Context: an optimization exercise on an open-source flow, tuned for small area, a short achievable clock period and few clock cycles per item. The choices shown serve that exercise and are no tape-out recipe.
No run shown here included a check of the RTL's function; only the layout flow was run.
Power is estimated from default activity; no workload was simulated.

==> flow/design.v, too long to show whole: its modules and the start of the top module <==
// module lut_eval: 337 lines
// module lut_interp: 97 lines
// module lut_coef_rom: 140 lines
// module lut_master: 69 lines
module lut_master #(parameter data_width = 16) (
		input wire clk,
		input wire reset,
		input wire req,
		input wire [8 - 1 : 0] lut_handle,
		input wire [data_width - 1 : 0] req_arg,
		output wire [data_width - 1 : 0] data_out,
		output reg valid,
		output reg invalid_request
	);
  // ...
==> flow/flow/run.sh <==
#!/bin/bash
# Standard layout, with two changes: the input and output ports are buffered
# by buf_4 cells instead of the delay buffers buffer_ports picks by default,
# and synthesis leaves the adders to abc instead of mapping them to the
# platform's full/half adder cells (the registers are the standard ones).
set -euo pipefail
bash standard.sh "BUFFER_PORTS_ARGS=-buffer_cell sky130_fd_sc_hd__buf_4" "ADDER_MAP_FILE=" finish > make_finish.log 2>&1
==> flow/standard.sh <==
#!/bin/bash
# synth_recipe.tcl (not shown) runs the flow's synth.tcl, then flattens the netlist and writes it again
# the make line also repeats each setting of config.mk as NAME=value (left out here)
make -C /OpenROAD-flow-scripts/flow DESIGN_CONFIG=/design/flow/config.mk WORK_HOME=/design/flow/orfs CLKGATE_MAP_FILE= SYNTH_SCRIPT=/design/flow/synth_recipe.tcl "${@:-finish}"
==> flow/config.mk <==
export PLATFORM = sky130hd
export DESIGN_NAME = lut_master
export DESIGN_NICKNAME = lut_master
export VERILOG_FILES = /design/flow/design.v
export SDC_FILE = /design/flow/constraint.sdc
export NUM_CORES = 4
export LEC_CHECK = 0
export ABC_AREA = 1
export CAP_MARGIN = 20
export CORE_MARGIN = 2
export CORE_UTILIZATION = 45
export PLACE_DENSITY = 0.6
export SETUP_SLACK_MARGIN = 2.0
export SLEW_MARGIN = 20
export SYNTH_MEMORY_MAX_BITS = 70000
==> flow/constraint.sdc <==
create_clock -name core_clock -period 8.0 [get_ports {clk}]
set_input_delay 1.6000 -clock core_clock [delete_from_list [all_inputs] [get_ports {clk}]]
set_output_delay 1.6000 -clock core_clock [all_outputs]
set_load 0.01 [all_outputs]
==> results.sh, run 1 <==
export IMPL_worstSetupStartpoint="lut_handle[0]"
export IMPL_intPower_w=0.00309
export IMPL_largest_class="multi-input gates"
export IMPL_min_to="valid$_SDFF_PP0_"
export IMPL_cts_resized=44
export IMPL_gr_max_usage_layer="met2"
export IMPL_routed_via_density=5.70
export IMPL_syn_cell_area_sq_um=12900
export IMPL_synth_ff_type="dfxtp_1"
export IMPL_grt_setup_unrepaired="true"
export IMPL_ff2ff_setup_slack_ns=7.41
export IMPL_multi_input_area_share_pct=74.0
export IMPL_first_pass_iters=8
export IMPL_endpoint_kind="flip-flop"
export IMPL_ys_ff_latch=33
export IMPL_yosysUniqueCellTypes=67
export IMPL_met1_usage_pct=44.0
export IMPL_gr_usage_met2_pct=60.6
export IMPL_p_total_w=0.00759
export IMPL_seq_area_share_pct=4.17
export IMPL_grt_max_degree=35
export IMPL_path_common_cell="nand2_1"
export IMPL_status="no timing/DRC/antenna violations"
export IMPL_grtUsageMet3_pct=8.44
export IMPL_skew_ns=0.0126
export IMPL_p_sw_share_pct=59.3
export IMPL_multi_input_area_sq_um=11800
export IMPL_slew_limit_headroom_pct=29.3
export IMPL_clockBufferDepth=2
export IMPL_fmax_ghz=0.169
export IMPL_p_comb_w=0.00708
export IMPL_cts_setup_buffers=13
export IMPL_cp_max_fo=14
export IMPL_async_reset_ff_share_pct=0
export IMPL_ys_seq_area_share_pct=5.12
==> module lut_interp, before the edit <==
module lut_interp (
		input  wire [15:0] ya,
		input  wire [15:0] yb,
		input  wire        c7,
		input  wire [7:0]  dh,
		input  wire        e,
		input  wire [3:0]  frac,
		input  wire        mirror,
		input  wire        neg,
		output wire [15:0] interpolated
	);
	wire dneg = mirror ^ neg;
	wire [7:0] d = dh + {7'd0, e};
	wire ee = dneg & frac[3] & d[0];
	wire gt_0_s = ya[0] ^ yb[0] ^ ((frac[3] & d[1]) ^ mirror);
	wire gt_0_c = (ya[0] & yb[0]) | (ya[0] & ((frac[3] & d[1]) ^ mirror)) | (yb[0] & ((frac[3] & d[1]) ^ mirror));
	wire gt_1_s = ((frac[2] & d[2]) ^ mirror) ^ ((frac[1] & d[3]) ^ mirror) ^ ((frac[0] & d[4]) ^ mirror);
	wire gt_1_c = (((frac[2] & d[2]) ^ mirror) & ((frac[1] & d[3]) ^ mirror)) | (((frac[2] & d[2]) ^ mirror) & ((frac[0] & d[4]) ^ mirror)) | (((frac[1] & d[3]) ^ mirror) & ((frac[0] & d[4]) ^ mirror));
	wire gt_2_s = ya[1] ^ yb[1] ^ ((frac[3] & d[2]) ^ mirror);
	wire gt_2_c = (ya[1] & yb[1]) | (ya[1] & ((frac[3] & d[2]) ^ mirror)) | (yb[1] & ((frac[3] & d[2]) ^ mirror));
	wire gt_3_s = ((frac[2] & d[3]) ^ mirror) ^ ((frac[1] & d[4]) ^ mirror) ^ ((frac[0] & d[5]) ^ mirror);
	wire gt_3_c = (((frac[2] & d[3]) ^ mirror) & ((frac[1] & d[4]) ^ mirror)) | (((frac[2] & d[3]) ^ mirror) & ((frac[0] & d[5]) ^ mirror)) | (((frac[1] & d[4]) ^ mirror) & ((frac[0] & d[5]) ^ mirror));
	wire gt_4_s = ya[2] ^ yb[2] ^ ((frac[3] & d[3]) ^ mirror);
	wire gt_4_c = (ya[2] & yb[2]) | (ya[2] & ((frac[3] & d[3]) ^ mirror)) | (yb[2] & ((frac[3] & d[3]) ^ mirror));
	wire gt_5_s = ((frac[2] & d[4]) ^ mirror) ^ ((frac[1] & d[5]) ^ mirror) ^ ((frac[0] & d[6]) ^ mirror);
	wire gt_5_c = (((frac[2] & d[4]) ^ mirror) & ((frac[1] & d[5]) ^ mirror)) | (((frac[2] & d[4]) ^ mirror) & ((frac[0] & d[6]) ^ mirror)) | (((frac[1] & d[5]) ^ mirror) & ((frac[0] & d[6]) ^ mirror));
	wire gt_6_s = ya[3] ^ yb[3] ^ ((frac[3] & d[4]) ^ mirror);
	wire gt_6_c = (ya[3] & yb[3]) | (ya[3] & ((frac[3] & d[4]) ^ mirror)) | (yb[3] & ((frac[3] & d[4]) ^ mirror));
	wire gt_7_s = ((frac[2] & d[5]) ^ mirror) ^ ((frac[1] & d[6]) ^ mirror) ^ ((frac[0] & d[7]) ^ mirror);
	wire gt_7_c = (((frac[2] & d[5]) ^ mirror) & ((frac[1] & d[6]) ^ mirror)) | (((frac[2] & d[5]) ^ mirror) & ((frac[0] & d[7]) ^ mirror)) | (((frac[1] & d[6]) ^ mirror) & ((frac[0] & d[7]) ^ mirror));
	wire gt_8_s = ya[4] ^ yb[4] ^ ((frac[3] & d[5]) ^ mirror);
	wire gt_8_c = (ya[4] & yb[4]) | (ya[4] & ((frac[3] & d[5]) ^ mirror)) | (yb[4] & ((frac[3] & d[5]) ^ mirror));
	wire gt_9_s = ((frac[2] & d[6]) ^ mirror) ^ ((frac[1] & d[7]) ^ mirror) ^ (mirror & d[4]);
	wire gt_9_c = (((frac[2] & d[6]) ^ mirror) & ((frac[1] & d[7]) ^ mirror)) | (((frac[2] & d[6]) ^ mirror) & (mirror & d[4])) | (((frac[1] & d[7]) ^ mirror) & (mirror & d[4]));
	wire gt_10_s = ya[5] ^ yb[5] ^ ((frac[3] & d[6]) ^ mirror);
	wire gt_10_c = (ya[5] & yb[5]) | (ya[5] & ((frac[3] & d[6]) ^ mirror)) | (yb[5] & ((frac[3] & d[6]) ^ mirror));
	wire gt_11_s = ya[6] ^ yb[6] ^ ((frac[3] & d[7]) ^ mirror);
	wire gt_11_c = (ya[6] & yb[6]) | (ya[6] & ((frac[3] & d[7]) ^ mirror)) | (yb[6] & ((frac[3] & d[7]) ^ mirror));
	wire gt_12_s = ya[7] ^ yb[7] ^ (mirror & d[7]);
	wire gt_12_c = (ya[7] & yb[7]) | (ya[7] & (mirror & d[7])) | (yb[7] & (mirror & d[7]));
	wire gt_13_s = (mirror & d[0]) ^ (ee ^ mirror) ^ gt_0_s;
	wire gt_13_c = ((mirror & d[0]) & (ee ^ mirror)) | ((mirror & d[0]) & gt_0_s) | ((ee ^ mirror) & gt_0_s);
	wire gt_14_s = (mirror & d[1]) ^ gt_0_c ^ gt_1_c;
	wire gt_14_c = ((mirror & d[1]) & gt_0_c) | ((mirror & d[1]) & gt_1_c) | (gt_0_c & gt_1_c);
	wire gt_15_s = (mirror & d[2]) ^ gt_2_c ^ gt_3_c;
	wire gt_15_c = ((mirror & d[2]) & gt_2_c) | ((mirror & d[2]) & gt_3_c) | (gt_2_c & gt_3_c);
	wire gt_16_s = (mirror & d[3]) ^ gt_4_c ^ gt_5_c;
	wire gt_16_c = ((mirror & d[3]) & gt_4_c) | ((mirror & d[3]) & gt_5_c) | (gt_4_c & gt_5_c);
	wire gt_17_s = gt_6_c ^ gt_7_c ^ gt_8_s;
	wire gt_17_c = (gt_6_c & gt_7_c) | (gt_6_c & gt_8_s) | (gt_7_c & gt_8_s);
	wire gt_18_s = ((frac[2] & d[7]) ^ mirror) ^ (mirror & d[5]) ^ gt_8_c;
	wire gt_18_c = (((frac[2] & d[7]) ^ mirror) & (mirror & d[5])) | (((frac[2] & d[7]) ^ mirror) & gt_8_c) | ((mirror & d[5]) & gt_8_c);
	wire gt_19_s = (mirror & d[6]) ^ gt_10_c ^ gt_11_s;
	wire gt_19_c = ((mirror & d[6]) & gt_10_c) | ((mirror & d[6]) & gt_11_s) | (gt_10_c & gt_11_s);
	wire gt_20_s = ya[8] ^ yb[8] ^ gt_12_c;
	wire gt_20_c = (ya[8] & yb[8]) | (ya[8] & gt_12_c) | (yb[8] & gt_12_c);
	wire gt_21_s = gt_2_s ^ gt_3_s ^ gt_13_c;
	wire gt_21_c = (gt_2_s & gt_3_s) | (gt_2_s & gt_13_c) | (gt_3_s & gt_13_c);
	wire gt_22_s = gt_4_s ^ gt_5_s ^ gt_14_c;
	wire gt_22_c = (gt_4_s & gt_5_s) | (gt_4_s & gt_14_c) | (gt_5_s & gt_14_c);
	wire gt_23_s = gt_6_s ^ gt_7_s ^ gt_15_c;
	wire gt_23_c = (gt_6_s & gt_7_s) | (gt_6_s & gt_15_c) | (gt_7_s & gt_15_c);
	wire gt_24_s = gt_9_s ^ gt_16_c ^ gt_17_s;
	wire gt_24_c = (gt_9_s & gt_16_c) | (gt_9_s & gt_17_s) | (gt_16_c & gt_17_s);
	wire gt_25_s = gt_9_c ^ gt_10_s ^ gt_17_c;
	wire gt_25_c = (gt_9_c & gt_10_s) | (gt_9_c & gt_17_c) | (gt_10_s & gt_17_c);
	wire gt_26_s = gt_11_c ^ gt_12_s ^ gt_19_c;
	wire gt_26_c = (gt_11_c & gt_12_s) | (gt_11_c & gt_19_c) | (gt_12_s & gt_19_c);
	wire gt_27_s = ya[9] ^ yb[9] ^ gt_20_c;
	wire gt_27_c = (ya[9] & yb[9]) | (ya[9] & gt_20_c) | (yb[9] & gt_20_c);
	wire gt_28_s = gt_15_s ^ gt_21_c ^ gt_22_s;
	wire gt_28_c = (gt_15_s & gt_21_c) | (gt_15_s & gt_22_s) | (gt_21_c & gt_22_s);
	wire gt_29_s = gt_16_s ^ gt_22_c ^ gt_23_s;
	wire gt_29_c = (gt_16_s & gt_22_c) | (gt_16_s & gt_23_s) | (gt_22_c & gt_23_s);
	wire gt_30_s = gt_18_s ^ gt_24_c ^ gt_25_s;
	wire gt_30_c = (gt_18_s & gt_24_c) | (gt_18_s & gt_25_s) | (gt_24_c & gt_25_s);
	wire gt_31_s = gt_18_c ^ gt_19_s ^ gt_25_c;
	wire gt_31_c = (gt_18_c & gt_19_s) | (gt_18_c & gt_25_c) | (gt_19_s & gt_25_c);
	wire gt_32_s = ya[10] ^ yb[10] ^ gt_27_c;
	wire gt_32_c = (ya[10] & yb[10]) | (ya[10] & gt_27_c) | (yb[10] & gt_27_c);
	wire gt_33_s = gt_23_c ^ gt_24_s ^ gt_29_c;
	wire gt_33_c = (gt_23_c & gt_24_s) | (gt_23_c & gt_29_c) | (gt_24_s & gt_29_c);
	wire gt_34_s = ya[11] ^ yb[11] ^ gt_32_c;
	wire gt_34_c = (ya[11] & yb[11]) | (ya[11] & gt_32_c) | (yb[11] & gt_32_c);
	wire gt_35_s = ya[12] ^ yb[12] ^ gt_34_c;
	wire gt_35_c = (ya[12] & yb[12]) | (ya[12] & gt_34_c) | (yb[12] & gt_34_c);
	wire gt_36_s = ya[13] ^ yb[13] ^ gt_35_c;
	wire gt_36_c = (ya[13] & yb[13]) | (ya[13] & gt_35_c) | (yb[13] & gt_35_c);
	wire gt_37_s = ya[14] ^ yb[14] ^ gt_36_c;
	wire gt_37_c = (ya[14] & yb[14]) | (ya[14] & gt_36_c) | (yb[14] & gt_36_c);
	wire gt_38_s = ya[15] ^ yb[15] ^ gt_37_c;
	wire gt_38_c = (ya[15] & yb[15]) | (ya[15] & gt_37_c) | (yb[15] & gt_37_c);
	wire [15:0] gt_a = {gt_38_s, gt_37_s, gt_36_s, gt_35_s, gt_34_s, gt_32_s, gt_27_s, gt_20_s, gt_26_s, gt_30_c, gt_30_s, gt_33_s, gt_28_c, gt_28_s, gt_14_s, gt_1_s};
	wire [15:0] gt_b = {1'b0, 1'b0, 1'b0, 1'b0, 1'b0, 1'b0, 1'b0, gt_26_c, gt_31_c, gt_31_s, gt_33_c, 1'b0, gt_29_s, 1'b0, gt_21_s, gt_13_s};
	wire [15:0] s = gt_a + gt_b;
	assign interpolated = s ^ {16{neg}};
endmodule
==> module lut_master, before the edit <==
module lut_master #(parameter data_width = 16) (
		input wire clk,
		input wire reset,
		input wire req,
		input wire [8 - 1 : 0] lut_handle,
		input wire [data_width - 1 : 0] req_arg,
		output wire [data_width - 1 : 0] data_out,
		output reg valid,
		output reg invalid_request
	);
	wire handle_ok = (lut_handle[8 - 1 : 1] == 0);
	wire is_tanh   = lut_handle[0];
	always @(posedge clk) begin
		if (reset) begin
			invalid_request <= 0;
			valid <= 0;
		end
		else begin
			if (req && !handle_ok)
				invalid_request <= 1;
			valid <= req && handle_ok && !invalid_request;
		end
	end
	wire       mirror = is_tanh ? req_arg[15] : req_arg[13];
	wire       neg    = is_tanh ? req_arg[15] : req_arg[14];
	wire [9:0] pair_a = (is_tanh ? req_arg[14:5] : {1'b0, req_arg[12:4]}) ^ {10{mirror}};
	wire [3:0] frac   = is_tanh ? req_arg[4:1] : req_arg[3:0];
	wire [22:0] k;
	wire [13:0] c1;
	wire [5:0]  c2;
	wire [15:0] ya, yb;
	wire        c7;
	wire [7:0]  dh;
	wire        e;
	lut_coef_rom coef (.addr({is_tanh, pair_a[9:4]}), .k(k), .c1(c1), .c2(c2));
	lut_eval eval (
		.k(k), .c1(c1), .c2(c2),
		.is_tanh(is_tanh),
		.xs({req_arg[13], req_arg[7:4]}),
		.xt({req_arg[15], req_arg[8:5]}),
		.mirror(mirror),
		.neg(neg),
		.ya(ya), .yb(yb), .c7(c7), .dh(dh), .e(e)
	);
	reg [15:0] ya_r, yb_r;
	reg        c7_r;
	reg [7:0]  dh_r;
	reg        e_r;
	reg [3:0]  frac_r;
	reg        mirror_r;
	reg        neg_r;
	always @(posedge clk) begin
		ya_r     <= ya;
		yb_r     <= yb;
		c7_r     <= c7;
		dh_r     <= dh;
		e_r      <= e;
		frac_r   <= frac;
		mirror_r <= mirror;
		neg_r    <= neg;
	end
	lut_interp interp (
		.ya(ya_r), .yb(yb_r), .c7(c7_r), .dh(dh_r), .e(e_r),
		.frac(frac_r),
		.mirror(mirror_r),
		.neg(neg_r),
		.interpolated(data_out)
	);
endmodule
==> inputs of run 2 (changes only) <==
--- a/flow/design.v
+++ b/flow/design.v
@@ -6,18 +6,18 @@
 		input  wire        is_tanh,
 		input  wire [4:0]  xs,
 		input  wire [4:0]  xt,
 		input  wire        mirror,
 		input  wire        neg,
 		output wire [15:0] ya,
 		output wire [15:0] yb,
 		output wire        c7,
-		output wire [7:0]  dh,
-		output wire        e
+		output wire [6:0]  lo,
+		output wire [14:0] delta
 	);
 	reg [3:0] tp_s, tp_t;
 	reg [4:0] qp_s, qp_t;
 	reg [3:0] tn_s, tn_t;
 	always @(*) begin
 		case (xs)
 			5'd0: begin tp_s = 4'd0; qp_s = 5'd0; tn_s = 4'd15; end
 			5'd1: begin tp_s = 4'd1; qp_s = 5'd7; tn_s = 4'd14; end
@@ -250,191 +250,202 @@
 	wire nt_77_s = nt_52_s ^ nt_66_c ^ nt_67_s;
 	wire nt_77_c = (nt_52_s & nt_66_c) | (nt_52_s & nt_67_s) | (nt_66_c & nt_67_s);
 	wire nt_78_s = nt_52_c ^ nt_53_s ^ nt_67_c;
 	wire nt_78_c = (nt_52_c & nt_53_s) | (nt_52_c & nt_67_c) | (nt_53_s & nt_67_c);
 	wire nt_79_s = cc[12] ^ k[19] ^ nt_69_c;
 	wire nt_79_c = (cc[12] & k[19]) | (cc[12] & nt_69_c) | (k[19] & nt_69_c);
 	wire nt_80_s = nt_58_s ^ nt_71_c ^ nt_72_s;
 	wire nt_80_c = (nt_58_s & nt_71_c) | (nt_58_s & nt_72_s) | (nt_71_c & nt_72_s);
-	wire nt_81_s = nt_61_s ^ nt_74_c ^ nt_75_s;
-	wire nt_81_c = (nt_61_s & nt_74_c) | (nt_61_s & nt_75_s) | (nt_74_c & nt_75_s);
-	wire nt_82_s = nt_62_s ^ nt_75_c ^ nt_76_s;
-	wire nt_82_c = (nt_62_s & nt_75_c) | (nt_62_s & nt_76_s) | (nt_75_c & nt_76_s);
-	wire nt_83_s = nt_62_c ^ nt_63_s ^ nt_76_c;
-	wire nt_83_c = (nt_62_c & nt_63_s) | (nt_62_c & nt_76_c) | (nt_63_s & nt_76_c);
-	wire nt_84_s = cc[13] ^ k[20] ^ nt_79_c;
-	wire nt_84_c = (cc[13] & k[20]) | (cc[13] & nt_79_c) | (k[20] & nt_79_c);
-	wire nt_85_s = nt_72_c ^ nt_73_s ^ nt_80_c;
-	wire nt_85_c = (nt_72_c & nt_73_s) | (nt_72_c & nt_80_c) | (nt_73_s & nt_80_c);
-	wire nt_86_s = nt_63_c ^ nt_64_s ^ nt_83_c;
-	wire nt_86_c = (nt_63_c & nt_64_s) | (nt_63_c & nt_83_c) | (nt_64_s & nt_83_c);
-	wire nt_87_s = cc[14] ^ k[21] ^ nt_84_c;
-	wire nt_87_c = (cc[14] & k[21]) | (cc[14] & nt_84_c) | (k[21] & nt_84_c);
-	wire nt_88_s = nt_73_c ^ nt_74_s ^ nt_85_c;
-	wire nt_88_c = (nt_73_c & nt_74_s) | (nt_73_c & nt_85_c) | (nt_74_s & nt_85_c);
-	wire nt_89_s = nt_64_c ^ nt_65_s ^ nt_86_c;
-	wire nt_89_c = (nt_64_c & nt_65_s) | (nt_64_c & nt_86_c) | (nt_65_s & nt_86_c);
-	wire nt_90_s = cc[15] ^ k[22] ^ nt_87_c;
-	wire nt_90_c = (cc[15] & k[22]) | (cc[15] & nt_87_c) | (k[22] & nt_87_c);
-	wire nt_91_s = nt_65_c ^ nt_66_s ^ nt_89_c;
-	wire nt_91_c = (nt_65_c & nt_66_s) | (nt_65_c & nt_89_c) | (nt_66_s & nt_89_c);
-	wire [22:0] nt_a = {nt_90_s, nt_87_s, nt_84_s, nt_79_s, nt_69_s, nt_54_s, nt_68_s, nt_77_c, nt_91_c, nt_91_s, nt_89_s, nt_86_s, nt_82_c, nt_81_c, nt_81_s, nt_88_s, nt_85_s, nt_80_s, nt_70_c, nt_70_s, nt_55_s, nt_1_s, nt_0_s};
-	wire [22:0] nt_b = {1'b0, 1'b0, 1'b0, 1'b0, 1'b0, nt_68_c, nt_78_c, nt_78_s, nt_77_s, 1'b0, 1'b0, 1'b0, nt_83_s, nt_82_s, nt_88_c, 1'b0, 1'b0, 1'b0, nt_71_s, 1'b0, 1'b0, nt_34_s, 1'b0};
+	wire nt_81_s = nt_72_c ^ nt_73_s;
+	wire nt_81_c = nt_72_c & nt_73_s;
+	wire nt_82_s = nt_73_c ^ nt_74_s;
+	wire nt_82_c = nt_73_c & nt_74_s;
+	wire nt_83_s = nt_61_s ^ nt_74_c ^ nt_75_s;
+	wire nt_83_c = (nt_61_s & nt_74_c) | (nt_61_s & nt_75_s) | (nt_74_c & nt_75_s);
+	wire nt_84_s = nt_62_s ^ nt_75_c ^ nt_76_s;
+	wire nt_84_c = (nt_62_s & nt_75_c) | (nt_62_s & nt_76_s) | (nt_75_c & nt_76_s);
+	wire nt_85_s = nt_62_c ^ nt_63_s ^ nt_76_c;
+	wire nt_85_c = (nt_62_c & nt_63_s) | (nt_62_c & nt_76_c) | (nt_63_s & nt_76_c);
+	wire nt_86_s = nt_63_c ^ nt_64_s;
+	wire nt_86_c = nt_63_c & nt_64_s;
+	wire nt_87_s = nt_64_c ^ nt_65_s;
+	wire nt_87_c = nt_64_c & nt_65_s;
+	wire nt_88_s = nt_65_c ^ nt_66_s;
+	wire nt_88_c = nt_65_c & nt_66_s;
+	wire nt_89_s = cc[13] ^ k[20] ^ nt_79_c;
+	wire nt_89_c = (cc[13] & k[20]) | (cc[13] & nt_79_c) | (k[20] & nt_79_c);
+	wire nt_90_s = cc[14] ^ k[21];
+	wire nt_90_c = cc[14] & k[21];
+	wire nt_91_s = cc[15] ^ k[22];
+	wire nt_91_c = cc[15] & k[22];
+	wire [22:0] nt_a = {nt_90_c, nt_89_c, nt_89_s, nt_79_s, nt_69_s, nt_54_s, nt_68_s, nt_77_c, nt_88_c, nt_87_c, nt_86_c, nt_85_c, nt_84_c, nt_83_c, nt_82_c, nt_81_c, nt_80_c, nt_80_s, nt_70_c, nt_70_s, nt_55_s, nt_1_s, nt_0_s};
+	wire [22:0] nt_b = {nt_91_s, nt_90_s, 1'b0, 1'b0, 1'b0, nt_68_c, nt_78_c, nt_78_s, nt_77_s, nt_88_s, nt_87_s, nt_86_s, nt_85_s, nt_84_s, nt_83_s, nt_82_s, nt_81_s, 1'b0, nt_71_s, 1'b0, 1'b0, nt_34_s, 1'b0};
 	wire [7:0] s2 = {1'b0, nt_a[6:0]} + {1'b0, nt_b[6:0]};
 	assign c7 = s2[7];
-	assign ya = nt_a[22:7] + nt_b[22:7] + {15'd0, s2[7]};
-	assign yb = 16'd0;
+	assign lo = s2[6:0];
+	assign ya = nt_a[22:7];
+	assign yb = nt_b[22:7];
 	wire dt_0_s = c1[1] ^ (c2[1] & tn[0]) ^ (c2[0] & tn[1]);
 	wire dt_0_c = (c1[1] & (c2[1] & tn[0])) | (c1[1] & (c2[0] & tn[1])) | ((c2[1] & tn[0]) & (c2[0] & tn[1]));
 	wire dt_1_s = c1[2] ^ (c2[2] & tn[0]) ^ (c2[1] & tn[1]);
 	wire dt_1_c = (c1[2] & (c2[2] & tn[0])) | (c1[2] & (c2[1] & tn[1])) | ((c2[2] & tn[0]) & (c2[1] & tn[1]));
 	wire dt_2_s = ~tn[3] ^ c1[3] ^ (c2[3] & tn[0]);
 	wire dt_2_c = (~tn[3] & c1[3]) | (~tn[3] & (c2[3] & tn[0])) | (c1[3] & (c2[3] & tn[0]));
 	wire dt_3_s = (c2[2] & tn[1]) ^ (c2[1] & tn[2]) ^ (~c2[0] & ~tn[3]);
 	wire dt_3_c = ((c2[2] & tn[1]) & (c2[1] & tn[2])) | ((c2[2] & tn[1]) & (~c2[0] & ~tn[3])) | ((c2[1] & tn[2]) & (~c2[0] & ~tn[3]));
 	wire dt_4_s = c1[4] ^ (c2[4] & tn[0]) ^ (c2[3] & tn[1]);
 	wire dt_4_c = (c1[4] & (c2[4] & tn[0])) | (c1[4] & (c2[3] & tn[1])) | ((c2[4] & tn[0]) & (c2[3] & tn[1]));
-	wire dt_5_s = c1[5] ^ (c2[5] & tn[0]) ^ (c2[4] & tn[1]);
-	wire dt_5_c = (c1[5] & (c2[5] & tn[0])) | (c1[5] & (c2[4] & tn[1])) | ((c2[5] & tn[0]) & (c2[4] & tn[1]));
-	wire dt_6_s = c1[6] ^ (c2[5] & tn[1]) ^ (c2[4] & tn[2]);
-	wire dt_6_c = (c1[6] & (c2[5] & tn[1])) | (c1[6] & (c2[4] & tn[2])) | ((c2[5] & tn[1]) & (c2[4] & tn[2]));
-	wire dt_7_s = c1[7] ^ (c2[5] & tn[2]) ^ (~c2[4] & ~tn[3]);
-	wire dt_7_c = (c1[7] & (c2[5] & tn[2])) | (c1[7] & (~c2[4] & ~tn[3])) | ((c2[5] & tn[2]) & (~c2[4] & ~tn[3]));
-	wire dt_8_s = (c2[0] & tn[2]) ^ dt_0_c ^ dt_1_s;
-	wire dt_8_c = ((c2[0] & tn[2]) & dt_0_c) | ((c2[0] & tn[2]) & dt_1_s) | (dt_0_c & dt_1_s);
-	wire dt_9_s = dt_1_c ^ dt_2_s ^ dt_3_s;
-	wire dt_9_c = (dt_1_c & dt_2_s) | (dt_1_c & dt_3_s) | (dt_2_s & dt_3_s);
-	wire dt_10_s = (c2[2] & tn[2]) ^ (~c2[1] & ~tn[3]) ^ dt_2_c;
-	wire dt_10_c = ((c2[2] & tn[2]) & (~c2[1] & ~tn[3])) | ((c2[2] & tn[2]) & dt_2_c) | ((~c2[1] & ~tn[3]) & dt_2_c);
-	wire dt_11_s = (c2[3] & tn[2]) ^ (~c2[2] & ~tn[3]) ^ dt_4_c;
-	wire dt_11_c = ((c2[3] & tn[2]) & (~c2[2] & ~tn[3])) | ((c2[3] & tn[2]) & dt_4_c) | ((~c2[2] & ~tn[3]) & dt_4_c);
-	wire dt_12_s = (~c2[3] & ~tn[3]) ^ dt_5_c ^ dt_6_s;
-	wire dt_12_c = ((~c2[3] & ~tn[3]) & dt_5_c) | ((~c2[3] & ~tn[3]) & dt_6_s) | (dt_5_c & dt_6_s);
-	wire dt_13_s = c1[8] ^ (~c2[5] & ~tn[3]) ^ dt_7_c;
-	wire dt_13_c = (c1[8] & (~c2[5] & ~tn[3])) | (c1[8] & dt_7_c) | ((~c2[5] & ~tn[3]) & dt_7_c);
-	wire dt_14_s = dt_3_c ^ dt_4_s ^ dt_9_c;
-	wire dt_14_c = (dt_3_c & dt_4_s) | (dt_3_c & dt_9_c) | (dt_4_s & dt_9_c);
-	wire dt_15_s = dt_5_s ^ dt_10_c ^ dt_11_s;
-	wire dt_15_c = (dt_5_s & dt_10_c) | (dt_5_s & dt_11_s) | (dt_10_c & dt_11_s);
-	wire dt_16_s = dt_6_c ^ dt_7_s ^ dt_12_c;
-	wire dt_16_c = (dt_6_c & dt_7_s) | (dt_6_c & dt_12_c) | (dt_7_s & dt_12_c);
-	wire dt_17_s = ~tn[3] ^ c1[9] ^ dt_13_c;
-	wire dt_17_c = (~tn[3] & c1[9]) | (~tn[3] & dt_13_c) | (c1[9] & dt_13_c);
-	wire dt_18_s = dt_11_c ^ dt_12_s ^ dt_15_c;
-	wire dt_18_c = (dt_11_c & dt_12_s) | (dt_11_c & dt_15_c) | (dt_12_s & dt_15_c);
-	wire dt_19_s = ~tn[3] ^ c1[10] ^ dt_17_c;
-	wire dt_19_c = (~tn[3] & c1[10]) | (~tn[3] & dt_17_c) | (c1[10] & dt_17_c);
-	wire dt_20_s = ~tn[3] ^ c1[11] ^ dt_19_c;
-	wire dt_20_c = (~tn[3] & c1[11]) | (~tn[3] & dt_19_c) | (c1[11] & dt_19_c);
-	wire dt_21_s = ~tn[3] ^ c1[12] ^ dt_20_c;
-	wire dt_21_c = (~tn[3] & c1[12]) | (~tn[3] & dt_20_c) | (c1[12] & dt_20_c);
-	wire dt_22_s = ~tn[3] ^ c1[13] ^ dt_21_c;
-	wire dt_22_c = (~tn[3] & c1[13]) | (~tn[3] & dt_21_c) | (c1[13] & dt_21_c);
-	wire [14:0] dt_a = {dt_22_c, dt_22_s, dt_21_s, dt_20_s, dt_19_s, dt_17_s, dt_13_s, dt_16_s, dt_18_s, dt_14_c, dt_10_s, dt_8_c, dt_8_s, dt_0_s, c1[0]};
-	wire [14:0] dt_b = {~tn[3], 1'b0, 1'b0, 1'b0, 1'b0, 1'b0, dt_16_c, dt_18_c, 1'b0, dt_15_s, dt_14_s, dt_9_s, 1'b0, 1'b0, (c2[0] & tn[0])};
-	wire [14:0] delta = dt_a + dt_b;
-	wire [8:0] s3 = {2'b0, delta[6:0]} + {2'b0, nt_a[6:0]} + {2'b0, nt_b[6:0]};
-	assign dh = delta[14:7];
-	assign e  = s3[7] ^ s2[7];
+	wire dt_5_s = (c2[2] & tn[2]) ^ (~c2[1] & ~tn[3]);
+	wire dt_5_c = (c2[2] & tn[2]) & (~c2[1] & ~tn[3]);
+	wire dt_6_s = c1[5] ^ (c2[5] & tn[0]) ^ (c2[4] & tn[1]);
+	wire dt_6_c = (c1[5] & (c2[5] & tn[0])) | (c1[5] & (c2[4] & tn[1])) | ((c2[5] & tn[0]) & (c2[4] & tn[1]));
+	wire dt_7_s = (c2[3] & tn[2]) ^ (~c2[2] & ~tn[3]);
+	wire dt_7_c = (c2[3] & tn[2]) & (~c2[2] & ~tn[3]);
+	wire dt_8_s = c1[6] ^ (c2[5] & tn[1]) ^ (c2[4] & tn[2]);
+	wire dt_8_c = (c1[6] & (c2[5] & tn[1])) | (c1[6] & (c2[4] & tn[2])) | ((c2[5] & tn[1]) & (c2[4] & tn[2]));
+	wire dt_9_s = c1[7] ^ (c2[5] & tn[2]) ^ (~c2[4] & ~tn[3]);
+	wire dt_9_c = (c1[7] & (c2[5] & tn[2])) | (c1[7] & (~c2[4] & ~tn[3])) | ((c2[5] & tn[2]) & (~c2[4] & ~tn[3]));
+	wire dt_10_s = (c2[0] & tn[2]) ^ dt_0_c ^ dt_1_s;
+	wire dt_10_c = ((c2[0] & tn[2]) & dt_0_c) | ((c2[0] & tn[2]) & dt_1_s) | (dt_0_c & dt_1_s);
+	wire dt_11_s = dt_1_c ^ dt_2_s ^ dt_3_s;
+	wire dt_11_c = (dt_1_c & dt_2_s) | (dt_1_c & dt_3_s) | (dt_2_s & dt_3_s);
+	wire dt_12_s = dt_5_s ^ dt_2_c ^ dt_3_c;
+	wire dt_12_c = (dt_5_s & dt_2_c) | (dt_5_s & dt_3_c) | (dt_2_c & dt_3_c);
+	wire dt_13_s = dt_5_c ^ dt_7_s ^ dt_4_c;
+	wire dt_13_c = (dt_5_c & dt_7_s) | (dt_5_c & dt_4_c) | (dt_7_s & dt_4_c);
+	wire dt_14_s = (~c2[3] & ~tn[3]) ^ dt_7_c ^ dt_6_c;
+	wire dt_14_c = ((~c2[3] & ~tn[3]) & dt_7_c) | ((~c2[3] & ~tn[3]) & dt_6_c) | (dt_7_c & dt_6_c);
+	wire dt_15_s = c1[8] ^ (~c2[5] & ~tn[3]) ^ dt_9_c;
+	wire dt_15_c = (c1[8] & (~c2[5] & ~tn[3])) | (c1[8] & dt_9_c) | ((~c2[5] & ~tn[3]) & dt_9_c);
+	wire dt_16_s = dt_4_s ^ dt_11_c ^ dt_12_s;
+	wire dt_16_c = (dt_4_s & dt_11_c) | (dt_4_s & dt_12_s) | (dt_11_c & dt_12_s);
+	wire dt_17_s = dt_6_s ^ dt_12_c ^ dt_13_s;
+	wire dt_17_c = (dt_6_s & dt_12_c) | (dt_6_s & dt_13_s) | (dt_12_c & dt_13_s);
+	wire dt_18_s = dt_8_s ^ dt_13_c ^ dt_14_s;
+	wire dt_18_c = (dt_8_s & dt_13_c) | (dt_8_s & dt_14_s) | (dt_13_c & dt_14_s);
+	wire dt_19_s = dt_8_c ^ dt_9_s ^ dt_14_c;
+	wire dt_19_c = (dt_8_c & dt_9_s) | (dt_8_c & dt_14_c) | (dt_9_s & dt_14_c);
+	wire dt_20_s = ~tn[3] ^ c1[9] ^ dt_15_c;
+	wire dt_20_c = (~tn[3] & c1[9]) | (~tn[3] & dt_15_c) | (c1[9] & dt_15_c);
+	wire dt_21_s = ~tn[3] ^ c1[10];
+	wire dt_21_c = ~tn[3] & c1[10];
+	wire dt_22_s = ~tn[3] ^ c1[11];
+	wire dt_22_c = ~tn[3] & c1[11];
+	wire dt_23_s = ~tn[3] ^ c1[12];
+	wire dt_23_c = ~tn[3] & c1[12];
+	wire dt_24_s = ~tn[3] ^ c1[13];
+	wire dt_24_c = ~tn[3] & c1[13];
+	wire [14:0] dt_a = {dt_24_c, dt_23_c, dt_22_c, dt_21_c, dt_20_c, dt_20_s, dt_19_c, dt_18_c, dt_17_c, dt_16_c, dt_16_s, dt_10_c, dt_10_s, dt_0_s, c1[0]};
+	wire [14:0] dt_b = {~tn[3], dt_24_s, dt_23_s, dt_22_s, dt_21_s, 1'b0, dt_15_s, dt_19_s, dt_18_s, dt_17_s, 1'b0, dt_11_s, 1'b0, 1'b0, (c2[0] & tn[0])};
+	assign delta = dt_a + dt_b;
 endmodule
 module lut_interp (
 		input  wire [15:0] ya,
 		input  wire [15:0] yb,
 		input  wire        c7,
-		input  wire [7:0]  dh,
-		input  wire        e,
+		input  wire [6:0]  lo,
+		input  wire [14:0] delta,
 		input  wire [3:0]  frac,
 		input  wire        mirror,
 		input  wire        neg,
 		output wire [15:0] interpolated
 	);
 	wire dneg = mirror ^ neg;
-	wire [7:0] d = dh + {7'd0, e};
+	wire [14:0] dsum = delta + {8'd0, lo};
+	wire [7:0] d = dsum[14:7];
 	wire ee = dneg & frac[3] & d[0];
-	wire gt_0_s = ya[0] ^ yb[0] ^ ((frac[3] & d[1]) ^ mirror);
-	wire gt_0_c = (ya[0] & yb[0]) | (ya[0] & ((frac[3] & d[1]) ^ mirror)) | (yb[0] & ((frac[3] & d[1]) ^ mirror));
-	wire gt_1_s = ((frac[2] & d[2]) ^ mirror) ^ ((frac[1] & d[3]) ^ mirror) ^ ((frac[0] & d[4]) ^ mirror);
-	wire gt_1_c = (((frac[2] & d[2]) ^ mirror) & ((frac[1] & d[3]) ^ mirror)) | (((frac[2] & d[2]) ^ mirror) & ((frac[0] & d[4]) ^ mirror)) | (((frac[1] & d[3]) ^ mirror) & ((frac[0] & d[4]) ^ mirror));
-	wire gt_2_s = ya[1] ^ yb[1] ^ ((frac[3] & d[2]) ^ mirror);
-	wire gt_2_c = (ya[1] & yb[1]) | (ya[1] & ((frac[3] & d[2]) ^ mirror)) | (yb[1] & ((frac[3] & d[2]) ^ mirror));
-	wire gt_3_s = ((frac[2] & d[3]) ^ mirror) ^ ((frac[1] & d[4]) ^ mirror) ^ ((frac[0] & d[5]) ^ mirror);
-	wire gt_3_c = (((frac[2] & d[3]) ^ mirror) & ((frac[1] & d[4]) ^ mirror)) | (((frac[2] & d[3]) ^ mirror) & ((frac[0] & d[5]) ^ mirror)) | (((frac[1] & d[4]) ^ mirror) & ((frac[0] & d[5]) ^ mirror));
-	wire gt_4_s = ya[2] ^ yb[2] ^ ((frac[3] & d[3]) ^ mirror);
-	wire gt_4_c = (ya[2] & yb[2]) | (ya[2] & ((frac[3] & d[3]) ^ mirror)) | (yb[2] & ((frac[3] & d[3]) ^ mirror));
-	wire gt_5_s = ((frac[2] & d[4]) ^ mirror) ^ ((frac[1] & d[5]) ^ mirror) ^ ((frac[0] & d[6]) ^ mirror);
-	wire gt_5_c = (((frac[2] & d[4]) ^ mirror) & ((frac[1] & d[5]) ^ mirror)) | (((frac[2] & d[4]) ^ mirror) & ((frac[0] & d[6]) ^ mirror)) | (((frac[1] & d[5]) ^ mirror) & ((frac[0] & d[6]) ^ mirror));
-	wire gt_6_s = ya[3] ^ yb[3] ^ ((frac[3] & d[4]) ^ mirror);
-	wire gt_6_c = (ya[3] & yb[3]) | (ya[3] & ((frac[3] & d[4]) ^ mirror)) | (yb[3] & ((frac[3] & d[4]) ^ mirror));
-	wire gt_7_s = ((frac[2] & d[5]) ^ mirror) ^ ((frac[1] & d[6]) ^ mirror) ^ ((frac[0] & d[7]) ^ mirror);
-	wire gt_7_c = (((frac[2] & d[5]) ^ mirror) & ((frac[1] & d[6]) ^ mirror)) | (((frac[2] & d[5]) ^ mirror) & ((frac[0] & d[7]) ^ mirror)) | (((frac[1] & d[6]) ^ mirror) & ((frac[0] & d[7]) ^ mirror));
-	wire gt_8_s = ya[4] ^ yb[4] ^ ((frac[3] & d[5]) ^ mirror);
-	wire gt_8_c = (ya[4] & yb[4]) | (ya[4] & ((frac[3] & d[5]) ^ mirror)) | (yb[4] & ((frac[3] & d[5]) ^ mirror));
-	wire gt_9_s = ((frac[2] & d[6]) ^ mirror) ^ ((frac[1] & d[7]) ^ mirror) ^ (mirror & d[4]);
-	wire gt_9_c = (((frac[2] & d[6]) ^ mirror) & ((frac[1] & d[7]) ^ mirror)) | (((frac[2] & d[6]) ^ mirror) & (mirror & d[4])) | (((frac[1] & d[7]) ^ mirror) & (mirror & d[4]));
-	wire gt_10_s = ya[5] ^ yb[5] ^ ((frac[3] & d[6]) ^ mirror);
-	wire gt_10_c = (ya[5] & yb[5]) | (ya[5] & ((frac[3] & d[6]) ^ mirror)) | (yb[5] & ((frac[3] & d[6]) ^ mirror));
-	wire gt_11_s = ya[6] ^ yb[6] ^ ((frac[3] & d[7]) ^ mirror);
-	wire gt_11_c = (ya[6] & yb[6]) | (ya[6] & ((frac[3] & d[7]) ^ mirror)) | (yb[6] & ((frac[3] & d[7]) ^ mirror));
-	wire gt_12_s = ya[7] ^ yb[7] ^ (mirror & d[7]);
-	wire gt_12_c = (ya[7] & yb[7]) | (ya[7] & (mirror & d[7])) | (yb[7] & (mirror & d[7]));
-	wire gt_13_s = (mirror & d[0]) ^ (ee ^ mirror) ^ gt_0_s;
-	wire gt_13_c = ((mirror & d[0]) & (ee ^ mirror)) | ((mirror & d[0]) & gt_0_s) | ((ee ^ mirror) & gt_0_s);
-	wire gt_14_s = (mirror & d[1]) ^ gt_0_c ^ gt_1_c;
-	wire gt_14_c = ((mirror & d[1]) & gt_0_c) | ((mirror & d[1]) & gt_1_c) | (gt_0_c & gt_1_c);
-	wire gt_15_s = (mirror & d[2]) ^ gt_2_c ^ gt_3_c;
-	wire gt_15_c = ((mirror & d[2]) & gt_2_c) | ((mirror & d[2]) & gt_3_c) | (gt_2_c & gt_3_c);
-	wire gt_16_s = (mirror & d[3]) ^ gt_4_c ^ gt_5_c;
-	wire gt_16_c = ((mirror & d[3]) & gt_4_c) | ((mirror & d[3]) & gt_5_c) | (gt_4_c & gt_5_c);
-	wire gt_17_s = gt_6_c ^ gt_7_c ^ gt_8_s;
-	wire gt_17_c = (gt_6_c & gt_7_c) | (gt_6_c & gt_8_s) | (gt_7_c & gt_8_s);
-	wire gt_18_s = ((frac[2] & d[7]) ^ mirror) ^ (mirror & d[5]) ^ gt_8_c;
-	wire gt_18_c = (((frac[2] & d[7]) ^ mirror) & (mirror & d[5])) | (((frac[2] & d[7]) ^ mirror) & gt_8_c) | ((mirror & d[5]) & gt_8_c);
-	wire gt_19_s = (mirror & d[6]) ^ gt_10_c ^ gt_11_s;
-	wire gt_19_c = ((mirror & d[6]) & gt_10_c) | ((mirror & d[6]) & gt_11_s) | (gt_10_c & gt_11_s);
-	wire gt_20_s = ya[8] ^ yb[8] ^ gt_12_c;
-	wire gt_20_c = (ya[8] & yb[8]) | (ya[8] & gt_12_c) | (yb[8] & gt_12_c);
-	wire gt_21_s = gt_2_s ^ gt_3_s ^ gt_13_c;
-	wire gt_21_c = (gt_2_s & gt_3_s) | (gt_2_s & gt_13_c) | (gt_3_s & gt_13_c);
-	wire gt_22_s = gt_4_s ^ gt_5_s ^ gt_14_c;
-	wire gt_22_c = (gt_4_s & gt_5_s) | (gt_4_s & gt_14_c) | (gt_5_s & gt_14_c);
-	wire gt_23_s = gt_6_s ^ gt_7_s ^ gt_15_c;
-	wire gt_23_c = (gt_6_s & gt_7_s) | (gt_6_s & gt_15_c) | (gt_7_s & gt_15_c);
-	wire gt_24_s = gt_9_s ^ gt_16_c ^ gt_17_s;
-	wire gt_24_c = (gt_9_s & gt_16_c) | (gt_9_s & gt_17_s) | (gt_16_c & gt_17_s);
-	wire gt_25_s = gt_9_c ^ gt_10_s ^ gt_17_c;
-	wire gt_25_c = (gt_9_c & gt_10_s) | (gt_9_c & gt_17_c) | (gt_10_s & gt_17_c);
-	wire gt_26_s = gt_11_c ^ gt_12_s ^ gt_19_c;
-	wire gt_26_c = (gt_11_c & gt_12_s) | (gt_11_c & gt_19_c) | (gt_12_s & gt_19_c);
-	wire gt_27_s = ya[9] ^ yb[9] ^ gt_20_c;
-	wire gt_27_c = (ya[9] & yb[9]) | (ya[9] & gt_20_c) | (yb[9] & gt_20_c);
-	wire gt_28_s = gt_15_s ^ gt_21_c ^ gt_22_s;
-	wire gt_28_c = (gt_15_s & gt_21_c) | (gt_15_s & gt_22_s) | (gt_21_c & gt_22_s);
-	wire gt_29_s = gt_16_s ^ gt_22_c ^ gt_23_s;
-	wire gt_29_c = (gt_16_s & gt_22_c) | (gt_16_s & gt_23_s) | (gt_22_c & gt_23_s);
-	wire gt_30_s = gt_18_s ^ gt_24_c ^ gt_25_s;
-	wire gt_30_c = (gt_18_s & gt_24_c) | (gt_18_s & gt_25_s) | (gt_24_c & gt_25_s);
-	wire gt_31_s = gt_18_c ^ gt_19_s ^ gt_25_c;
-	wire gt_31_c = (gt_18_c & gt_19_s) | (gt_18_c & gt_25_c) | (gt_19_s & gt_25_c);
-	wire gt_32_s = ya[10] ^ yb[10] ^ gt_27_c;
-	wire gt_32_c = (ya[10] & yb[10]) | (ya[10] & gt_27_c) | (yb[10] & gt_27_c);
-	wire gt_33_s = gt_23_c ^ gt_24_s ^ gt_29_c;
-	wire gt_33_c = (gt_23_c & gt_24_s) | (gt_23_c & gt_29_c) | (gt_24_s & gt_29_c);
-	wire gt_34_s = ya[11] ^ yb[11] ^ gt_32_c;
-	wire gt_34_c = (ya[11] & yb[11]) | (ya[11] & gt_32_c) | (yb[11] & gt_32_c);
-	wire gt_35_s = ya[12] ^ yb[12] ^ gt_34_c;
-	wire gt_35_c = (ya[12] & yb[12]) | (ya[12] & gt_34_c) | (yb[12] & gt_34_c);
-	wire gt_36_s = ya[13] ^ yb[13] ^ gt_35_c;
-	wire gt_36_c = (ya[13] & yb[13]) | (ya[13] & gt_35_c) | (yb[13] & gt_35_c);
-	wire gt_37_s = ya[14] ^ yb[14] ^ gt_36_c;
-	wire gt_37_c = (ya[14] & yb[14]) | (ya[14] & gt_36_c) | (yb[14] & gt_36_c);
-	wire gt_38_s = ya[15] ^ yb[15] ^ gt_37_c;
-	wire gt_38_c = (ya[15] & yb[15]) | (ya[15] & gt_37_c) | (yb[15] & gt_37_c);
-	wire [15:0] gt_a = {gt_38_s, gt_37_s, gt_36_s, gt_35_s, gt_34_s, gt_32_s, gt_27_s, gt_20_s, gt_26_s, gt_30_c, gt_30_s, gt_33_s, gt_28_c, gt_28_s, gt_14_s, gt_1_s};
-	wire [15:0] gt_b = {1'b0, 1'b0, 1'b0, 1'b0, 1'b0, 1'b0, 1'b0, gt_26_c, gt_31_c, gt_31_s, gt_33_c, 1'b0, gt_29_s, 1'b0, gt_21_s, gt_13_s};
+	wire gt_0_s = ya[0] ^ yb[0] ^ c7;
+	wire gt_0_c = (ya[0] & yb[0]) | (ya[0] & c7) | (yb[0] & c7);
+	wire gt_1_s = ((frac[3] & d[1]) ^ mirror) ^ ((frac[2] & d[2]) ^ mirror) ^ ((frac[1] & d[3]) ^ mirror);
+	wire gt_1_c = (((frac[3] & d[1]) ^ mirror) & ((frac[2] & d[2]) ^ mirror)) | (((frac[3] & d[1]) ^ mirror) & ((frac[1] & d[3]) ^ mirror)) | (((frac[2] & d[2]) ^ mirror) & ((frac[1] & d[3]) ^ mirror));
+	wire gt_2_s = ((frac[0] & d[4]) ^ mirror) ^ (mirror & d[0]) ^ (ee ^ mirror);
+	wire gt_2_c = (((frac[0] & d[4]) ^ mirror) & (mirror & d[0])) | (((frac[0] & d[4]) ^ mirror) & (ee ^ mirror)) | ((mirror & d[0]) & (ee ^ mirror));
+	wire gt_3_s = ya[1] ^ yb[1] ^ ((frac[3] & d[2]) ^ mirror);
+	wire gt_3_c = (ya[1] & yb[1]) | (ya[1] & ((frac[3] & d[2]) ^ mirror)) | (yb[1] & ((frac[3] & d[2]) ^ mirror));
+	wire gt_4_s = ((frac[2] & d[3]) ^ mirror) ^ ((frac[1] & d[4]) ^ mirror) ^ ((frac[0] & d[5]) ^ mirror);
+	wire gt_4_c = (((frac[2] & d[3]) ^ mirror) & ((frac[1] & d[4]) ^ mirror)) | (((frac[2] & d[3]) ^ mirror) & ((frac[0] & d[5]) ^ mirror)) | (((frac[1] & d[4]) ^ mirror) & ((frac[0] & d[5]) ^ mirror));
+	wire gt_5_s = ya[2] ^ yb[2] ^ ((frac[3] & d[3]) ^ mirror);
+	wire gt_5_c = (ya[2] & yb[2]) | (ya[2] & ((frac[3] & d[3]) ^ mirror)) | (yb[2] & ((frac[3] & d[3]) ^ mirror));
+	wire gt_6_s = ((frac[2] & d[4]) ^ mirror) ^ ((frac[1] & d[5]) ^ mirror) ^ ((frac[0] & d[6]) ^ mirror);
+	wire gt_6_c = (((frac[2] & d[4]) ^ mirror) & ((frac[1] & d[5]) ^ mirror)) | (((frac[2] & d[4]) ^ mirror) & ((frac[0] & d[6]) ^ mirror)) | (((frac[1] & d[5]) ^ mirror) & ((frac[0] & d[6]) ^ mirror));
+	wire gt_7_s = ya[3] ^ yb[3] ^ ((frac[3] & d[4]) ^ mirror);
+	wire gt_7_c = (ya[3] & yb[3]) | (ya[3] & ((frac[3] & d[4]) ^ mirror)) | (yb[3] & ((frac[3] & d[4]) ^ mirror));
+	wire gt_8_s = ((frac[2] & d[5]) ^ mirror) ^ ((frac[1] & d[6]) ^ mirror) ^ ((frac[0] & d[7]) ^ mirror);
+	wire gt_8_c = (((frac[2] & d[5]) ^ mirror) & ((frac[1] & d[6]) ^ mirror)) | (((frac[2] & d[5]) ^ mirror) & ((frac[0] & d[7]) ^ mirror)) | (((frac[1] & d[6]) ^ mirror) & ((frac[0] & d[7]) ^ mirror));
+	wire gt_9_s = ya[4] ^ yb[4] ^ ((frac[3] & d[5]) ^ mirror);
+	wire gt_9_c = (ya[4] & yb[4]) | (ya[4] & ((frac[3] & d[5]) ^ mirror)) | (yb[4] & ((frac[3] & d[5]) ^ mirror));
+	wire gt_10_s = ((frac[2] & d[6]) ^ mirror) ^ ((frac[1] & d[7]) ^ mirror) ^ (mirror & d[4]);
+	wire gt_10_c = (((frac[2] & d[6]) ^ mirror) & ((frac[1] & d[7]) ^ mirror)) | (((frac[2] & d[6]) ^ mirror) & (mirror & d[4])) | (((frac[1] & d[7]) ^ mirror) & (mirror & d[4]));
+	wire gt_11_s = ya[5] ^ yb[5] ^ ((frac[3] & d[6]) ^ mirror);
+	wire gt_11_c = (ya[5] & yb[5]) | (ya[5] & ((frac[3] & d[6]) ^ mirror)) | (yb[5] & ((frac[3] & d[6]) ^ mirror));
+	wire gt_12_s = ya[6] ^ yb[6] ^ ((frac[3] & d[7]) ^ mirror);
+	wire gt_12_c = (ya[6] & yb[6]) | (ya[6] & ((frac[3] & d[7]) ^ mirror)) | (yb[6] & ((frac[3] & d[7]) ^ mirror));
+	wire gt_13_s = ya[7] ^ yb[7] ^ (mirror & d[7]);
+	wire gt_13_c = (ya[7] & yb[7]) | (ya[7] & (mirror & d[7])) | (yb[7] & (mirror & d[7]));
+	wire gt_14_s = gt_0_s ^ gt_1_s ^ gt_2_s;
+	wire gt_14_c = (gt_0_s & gt_1_s) | (gt_0_s & gt_2_s) | (gt_1_s & gt_2_s);
+	wire gt_15_s = gt_0_c ^ (mirror & d[1]) ^ gt_1_c;
+	wire gt_15_c = (gt_0_c & (mirror & d[1])) | (gt_0_c & gt_1_c) | ((mirror & d[1]) & gt_1_c);
+	wire gt_16_s = gt_3_s ^ gt_4_s ^ gt_2_c;
+	wire gt_16_c = (gt_3_s & gt_4_s) | (gt_3_s & gt_2_c) | (gt_4_s & gt_2_c);
+	wire gt_17_s = (mirror & d[2]) ^ gt_3_c ^ gt_4_c;
+	wire gt_17_c = ((mirror & d[2]) & gt_3_c) | ((mirror & d[2]) & gt_4_c) | (gt_3_c & gt_4_c);
+	wire gt_18_s = gt_5_s ^ gt_6_s;
+	wire gt_18_c = gt_5_s & gt_6_s;
+	wire gt_19_s = (mirror & d[3]) ^ gt_5_c ^ gt_6_c;
+	wire gt_19_c = ((mirror & d[3]) & gt_5_c) | ((mirror & d[3]) & gt_6_c) | (gt_5_c & gt_6_c);
+	wire gt_20_s = gt_7_s ^ gt_8_s;
+	wire gt_20_c = gt_7_s & gt_8_s;
+	wire gt_21_s = gt_7_c ^ gt_8_c ^ gt_9_s;
+	wire gt_21_c = (gt_7_c & gt_8_c) | (gt_7_c & gt_9_s) | (gt_8_c & gt_9_s);
+	wire gt_22_s = ((frac[2] & d[7]) ^ mirror) ^ (mirror & d[5]) ^ gt_9_c;
+	wire gt_22_c = (((frac[2] & d[7]) ^ mirror) & (mirror & d[5])) | (((frac[2] & d[7]) ^ mirror) & gt_9_c) | ((mirror & d[5]) & gt_9_c);
+	wire gt_23_s = (mirror & d[6]) ^ gt_11_c ^ gt_12_s;
+	wire gt_23_c = ((mirror & d[6]) & gt_11_c) | ((mirror & d[6]) & gt_12_s) | (gt_11_c & gt_12_s);
+	wire gt_24_s = ya[8] ^ yb[8] ^ gt_13_c;
+	wire gt_24_c = (ya[8] & yb[8]) | (ya[8] & gt_13_c) | (yb[8] & gt_13_c);
+	wire gt_25_s = gt_15_s ^ gt_14_c ^ gt_16_s;
+	wire gt_25_c = (gt_15_s & gt_14_c) | (gt_15_s & gt_16_s) | (gt_14_c & gt_16_s);
+	wire gt_26_s = gt_18_s ^ gt_15_c ^ gt_17_s;
+	wire gt_26_c = (gt_18_s & gt_15_c) | (gt_18_s & gt_17_s) | (gt_15_c & gt_17_s);
+	wire gt_27_s = gt_18_c ^ gt_20_s ^ gt_17_c;
+	wire gt_27_c = (gt_18_c & gt_20_s) | (gt_18_c & gt_17_c) | (gt_20_s & gt_17_c);
+	wire gt_28_s = gt_10_s ^ gt_20_c ^ gt_19_c;
+	wire gt_28_c = (gt_10_s & gt_20_c) | (gt_10_s & gt_19_c) | (gt_20_c & gt_19_c);
+	wire gt_29_s = gt_10_c ^ gt_11_s ^ gt_21_c;
+	wire gt_29_c = (gt_10_c & gt_11_s) | (gt_10_c & gt_21_c) | (gt_11_s & gt_21_c);
+	wire gt_30_s = gt_12_c ^ gt_13_s ^ gt_23_c;
+	wire gt_30_c = (gt_12_c & gt_13_s) | (gt_12_c & gt_23_c) | (gt_13_s & gt_23_c);
+	wire gt_31_s = ya[9] ^ yb[9] ^ gt_24_c;
+	wire gt_31_c = (ya[9] & yb[9]) | (ya[9] & gt_24_c) | (yb[9] & gt_24_c);
+	wire gt_32_s = gt_16_c ^ gt_26_s ^ gt_25_c;
+	wire gt_32_c = (gt_16_c & gt_26_s) | (gt_16_c & gt_25_c) | (gt_26_s & gt_25_c);
+	wire gt_33_s = gt_19_s ^ gt_26_c ^ gt_27_s;
+	wire gt_33_c = (gt_19_s & gt_26_c) | (gt_19_s & gt_27_s) | (gt_26_c & gt_27_s);
+	wire gt_34_s = gt_21_s ^ gt_27_c ^ gt_28_s;
+	wire gt_34_c = (gt_21_s & gt_27_c) | (gt_21_s & gt_28_s) | (gt_27_c & gt_28_s);
+	wire gt_35_s = gt_22_s ^ gt_28_c ^ gt_29_s;
+	wire gt_35_c = (gt_22_s & gt_28_c) | (gt_22_s & gt_29_s) | (gt_28_c & gt_29_s);
+	wire gt_36_s = gt_22_c ^ gt_23_s ^ gt_29_c;
+	wire gt_36_c = (gt_22_c & gt_23_s) | (gt_22_c & gt_29_c) | (gt_23_s & gt_29_c);
+	wire gt_37_s = ya[10] ^ yb[10] ^ gt_31_c;
+	wire gt_37_c = (ya[10] & yb[10]) | (ya[10] & gt_31_c) | (yb[10] & gt_31_c);
+	wire gt_38_s = ya[11] ^ yb[11];
+	wire gt_38_c = ya[11] & yb[11];
+	wire gt_39_s = ya[12] ^ yb[12];
+	wire gt_39_c = ya[12] & yb[12];
+	wire gt_40_s = ya[13] ^ yb[13];
+	wire gt_40_c = ya[13] & yb[13];
+	wire gt_41_s = ya[14] ^ yb[14];
+	wire gt_41_c = ya[14] & yb[14];
+	wire gt_42_s = ya[15] ^ yb[15];
+	wire gt_42_c = ya[15] & yb[15];
+	wire [15:0] gt_a = {gt_41_c, gt_40_c, gt_39_c, gt_38_c, gt_37_c, gt_37_s, gt_31_s, gt_24_s, gt_36_c, gt_35_c, gt_34_c, gt_33_c, gt_32_c, gt_32_s, gt_25_s, gt_14_s};
+	wire [15:0] gt_b = {gt_42_s, gt_41_s, gt_40_s, gt_39_s, gt_38_s, 1'b0, 1'b0, gt_30_c, gt_30_s, gt_36_s, gt_35_s, gt_34_s, gt_33_s, 1'b0, 1'b0, 1'b0};
 	wire [15:0] s = gt_a + gt_b;
 	assign interpolated = s ^ {16{neg}};
 endmodule
 `default_nettype wire
 `default_nettype none
 module lut_coef_rom (
 		input  wire [6:0]  addr,
 		output reg  [22:0] k,
@@ -604,46 +615,46 @@
 	wire       neg    = is_tanh ? req_arg[15] : req_arg[14];
 	wire [9:0] pair_a = (is_tanh ? req_arg[14:5] : {1'b0, req_arg[12:4]}) ^ {10{mirror}};
 	wire [3:0] frac   = is_tanh ? req_arg[4:1] : req_arg[3:0];
 	wire [22:0] k;
 	wire [13:0] c1;
 	wire [5:0]  c2;
 	wire [15:0] ya, yb;
 	wire        c7;
-	wire [7:0]  dh;
-	wire        e;
+	wire [6:0]  lo;
+	wire [14:0] delta;
 	lut_coef_rom coef (.addr({is_tanh, pair_a[9:4]}), .k(k), .c1(c1), .c2(c2));
 	lut_eval eval (
 		.k(k), .c1(c1), .c2(c2),
 		.is_tanh(is_tanh),
 		.xs({req_arg[13], req_arg[7:4]}),
 		.xt({req_arg[15], req_arg[8:5]}),
 		.mirror(mirror),
 		.neg(neg),
-		.ya(ya), .yb(yb), .c7(c7), .dh(dh), .e(e)
+		.ya(ya), .yb(yb), .c7(c7), .lo(lo), .delta(delta)
 	);
 	reg [15:0] ya_r, yb_r;
 	reg        c7_r;
-	reg [7:0]  dh_r;
-	reg        e_r;
+	reg [6:0]  lo_r;
+	reg [14:0] delta_r;
 	reg [3:0]  frac_r;
 	reg        mirror_r;
 	reg        neg_r;
 	always @(posedge clk) begin
 		ya_r     <= ya;
 		yb_r     <= yb;
 		c7_r     <= c7;
-		dh_r     <= dh;
-		e_r      <= e;
+		lo_r     <= lo;
+		delta_r  <= delta;
 		frac_r   <= frac;
 		mirror_r <= mirror;
 		neg_r    <= neg;
 	end
 	lut_interp interp (
-		.ya(ya_r), .yb(yb_r), .c7(c7_r), .dh(dh_r), .e(e_r),
+		.ya(ya_r), .yb(yb_r), .c7(c7_r), .lo(lo_r), .delta(delta_r),
 		.frac(frac_r),
 		.mirror(mirror_r),
 		.neg(neg_r),
 		.interpolated(data_out)
 	);
 endmodule
 `default_nettype wire
==> flow/flow/run.sh (replaced) <==
#!/bin/bash
# Standard layout, with the input and output ports buffered by buf_4 cells
# instead of the delay buffers buffer_ports picks by default.
set -euo pipefail
bash standard.sh "BUFFER_PORTS_ARGS=-buffer_cell sky130_fd_sc_hd__buf_4" finish > make_finish.log 2>&1
--- a/flow/config.mk
+++ b/flow/config.mk
@@ -5,11 +5,10 @@
 export SDC_FILE = /design/flow/constraint.sdc
 export NUM_CORES = 4
 export LEC_CHECK = 0
 export ABC_AREA = 1
 export CAP_MARGIN = 20
 export CORE_MARGIN = 2
 export CORE_UTILIZATION = 45
 export PLACE_DENSITY = 0.6
-export SETUP_SLACK_MARGIN = 2.0
 export SLEW_MARGIN = 20
 export SYNTH_MEMORY_MAX_BITS = 70000
==> run 2 against run 1 <==
Net effect: still clean on timing, DRC and antenna; count of clock-buffer cells in the layout grew 4; design area decreased by 18%; total power rose by 2.5%; fmax shrank 22%; highest routed layer is now met4.
==> results.sh, run 2 <==
export IMPL_grt_max_degree=44
export IMPL_cts_setup_buffers=0
export IMPL_slew_limit_headroom_pct=39.3
export IMPL_dpl_instance_area_sq_um=12800
export IMPL_leakagePower_nw=6.85
export IMPL_cp_arrival_ns=5.96
export IMPL_cts_tree="built"
export IMPL_dp_hpwl_microns=41300
export IMPL_synthTopCellsByCount="nand2_1, inv_1, nand3_1"
export IMPL_root_buffer="clkbuf_16"
export IMPL_synth_top_cells_by_area="fa_1, nand2_1, dfxtp_1"
export IMPL_first_global_vias=12600
export IMPL_period_needed_ns=7.56
export IMPL_synth_edf_count=0
export IMPL_rows=59
export IMPL_grt_use_total_pct=37.1
export IMPL_die_w_microns=167
export IMPL_core_sq_um=26100
export IMPL_synth_most_common_cell="nand2_1"
export IMPL_pwr_density_cell_nw_per_um2=592
export IMPL_hold_violations=0
export IMPL_layout_drive_gt1_share_pct=10.4
export IMPL_setup_viol=0
export IMPL_first_pass_iters=20
export IMPL_overflow=0
export IMPL_antenna_found_initial=1
export IMPL_routed_via_density=5.83
export IMPL_worstSetupStartpointType="flip-flop"
export IMPL_synth_fp_nets=2007
export IMPL_hp_class="reg2reg"
export IMPL_clockBufferDepth=2
export IMPL_nFillCells=2651
export IMPL_status="no timing/DRC/antenna violations"
export IMPL_dieArea_sq_um=28000
export IMPL_reg_largest_list="ya_r: 16 flops, delta_r: 15 flops, yb_r: 13 flops"
export IMPL_syn_cell_area_sq_um=12000
export IMPL_grt_first_pass_wirelength_microns=77400
export IMPL_maxCapViolations=0
export IMPL_grt_setup_unrepaired="false"
export IMPL_holdBufCountCts=0
export IMPL_yosysUniqueCellTypes=54
export IMPL_path_common_cell="nand2_1"
export IMPL_wl_microns=51300
export IMPL_n_antenna_cell=0
export IMPL_initial_core_util_pct=46.0
export IMPL_final_cell_mix="nand2_1, inv_1, nand3_1"
export IMPL_vias=12600
export IMPL_mostFrequentLayoutCell="nand2_1"
export IMPL_cts_buffers=9
export IMPL_ant_nets=0
export IMPL_ys_ff_latch=60
export IMPL_clk_pin_slew_ns=0.06
export IMPL_worstMarginPinSlew_ns=0.909
export IMPL_cts_sinks=60
export IMPL_worstHoldPathCells=1
export IMPL_clock_latency_ns=0.35
export IMPL_drc_errors=0
export IMPL_synthCells=1771
export IMPL_worstRegToRegCells=1
export IMPL_post_synth_top_area_cell="fa_1"
export IMPL_slew_viol_final=0
export IMPL_final_cell_area_sq_um=13100
export IMPL_regMostFlops="ya_r"
export IMPL_largest_register_ffs=16
export IMPL_cp_data_required_time_ns=6.40
export IMPL_cp_max_fo=5
export IMPL_htree_levels=3
export IMPL_skew_ns=0.00226
export IMPL_final_nets=2051
export IMPL_portBuffers=44
export IMPL_max_stage_delay_ns=0.55
export IMPL_ios=45
export IMPL_fmax_ghz=0.132
export IMPL_path_class="reg2out"
export IMPL_avgSynthCellArea_sq_um=6.79
export IMPL_dr_first_iter_drc_count=1416
export IMPL_endpoint_kind="output pin"
export IMPL_crit_slowest_cell="fa_1"
export IMPL_place_congestion=1.15
export IMPL_async_reset_ff_share_pct=0
export IMPL_tns_ns=0
export IMPL_synth_top_area_share_pct=23.6
export IMPL_routedWlPerCell_microns=23.8
export IMPL_cts_resized=0
export IMPL_finalCritPeriodShare_pct=94.5
export IMPL_max_vdd_ir_drop_mv=1.37
export IMPL_die_h_microns=167
export IMPL_area_growth_pct=9.33
export IMPL_ys_seq_area_share_pct=9.99
export IMPL_yosysWarnings=3
export IMPL_synth_ff_type="dfxtp_1"
-- run 2: changes by cell type in the layout (fill, tap and decap cells not counted), moves of 28 or more --
cell     before  now
nand2_1     972  475
fa_1          0  142
nand2_2     116   25
buf_4       163   93
ha_1          0   67
nor2_1      181  114
nand3_1     238  185
xor2_1       97   44
nand3_2      41    4
nand2_4      41    9
dfxtp_1      29   60
inv_1       245  273
-- run 2: worst paths after layout --
kind | startpoint | end | slack, ns
worst max-delay path | lo_r[6]$_DFF_P_ | data_out[11] | 0.44
worst max register to register | invalid_request$_SDFFE_PP0P_ | valid$_SDFF_PP0_ | 7.35
worst min register to register | invalid_request$_SDFFE_PP0P_ | valid$_SDFF_PP0_ | 0.45
worst min-delay path | invalid_request$_SDFFE_PP0P_ | valid$_SDFF_PP0_ | 0.45
-- run 2: power breakdown --
part           total, W  switching, W  internal (W)
Clock          0.000471      0.000164      0.000306
Sequential     0.000539     0.0000694      0.000470
Combinational   0.00677       0.00382       0.00295
Total           0.00778       0.00406       0.00372
-- run 2: routing by layer --
| layer | track usage (%) | up-vias | share of wire [%] |
|---|---|---|---|
| met5 | 0 | - | 0 |
| met1 | 45.5 | 5869 | 38 |
| met4 | 22.4 | 0 | 7.5 |
| li1 | - | 5667 | - |
| met2 | 61.1 | 778 | 45 |
| met3 | 6.62 | 242 | 9.5 |
-- run 2: cells by family (layout without fill, tap and decap cells) --
kind of cell	after synthesis	count (layout)	share of synthesized area, %
simple gates	867	867	32.0
buf+inv	355	404	12.6
compound gates	217	217	10.3
fa+ha+maj	209	209	30.6
xor+xnor	63	63	4.59
flops	60	60	9.99
-- run 2: critical path, delay by kind of cell (launching register included) --
| kind | cells | cell delay (ns) |
|---|---|---|
| AND/OR/NAND/NOR | 10 | 1.31 |
| adder cells (fa/ha/maj) | 7 | 2.69 |
| AO/OA/AOI/OAI | 3 | 0.51 |
| XOR/XNOR | 2 | 0.31 |
| flip-flops | 1 | 0.32 |
| buffers and inverters | 6 | 0.46 |
-- run 2: cell type report --
class | instances | area, sq um | area share [%]
Clock buffer | 9 | 225 | 1.71
Timing Repair Buffer | 95 | 738 | 5.62
Multi-Input combinational cell | 1356 | 9330 | 71.0
Tap cell | 335 | 419 | 3.19
Inverter | 293 | 1100 | 8.41
Clock inverter | 7 | 124 | 0.942
Sequential cell | 60 | 1200 | 9.14
-- run 2: stage by stage --
stage               worst slack (ns)  util, %  std cells  hold WS, ns  total power (W)
floorplan                       1.34        -       1771        0.488          0.00501
global placement               0.771     48.9       2139        0.444          0.00712
detailed placement             0.571     48.9       2139        0.450          0.00725
CTS                            0.167     50.2       2155        0.457          0.00775
global route                 0.00607     50.3       2155        0.479          0.00870
finish                         0.442     50.3       2155        0.451          0.00778

==> what the ideal ports hide <==
The flow's constraints put no driver on any port. The routed layouts listed below were extracted and timed again, unchanged, in two steps. Step 1 (the two cells are an assumption about what drives the block):
set clk [get_ports {clk}]
set_driving_cell -lib_cell sky130_fd_sc_hd__clkbuf_16 $clk
set_driving_cell -lib_cell sky130_fd_sc_hd__buf_2 [delete_from_list [all_inputs] $clk]
Step 2 also shifts input and output timing later by t, the mid clock arrival at the registers, as if the neighbouring blocks saw the same clock. Three values: ideal, step 1, step 2; two values: the first two.
run	shift t [ns]	setup WS [ns]	cell pins on the clock port's net
run 1	0.345	2.093 / 2.099 / 1.754	1
run 2	0.398	0.442 / 0.394 / 0.560	1
After both steps setup and hold are still met in every run listed. The setup slack of run 1, which loses most, moves by +0.006 ns with the drivers and by -0.339 ns with both steps.
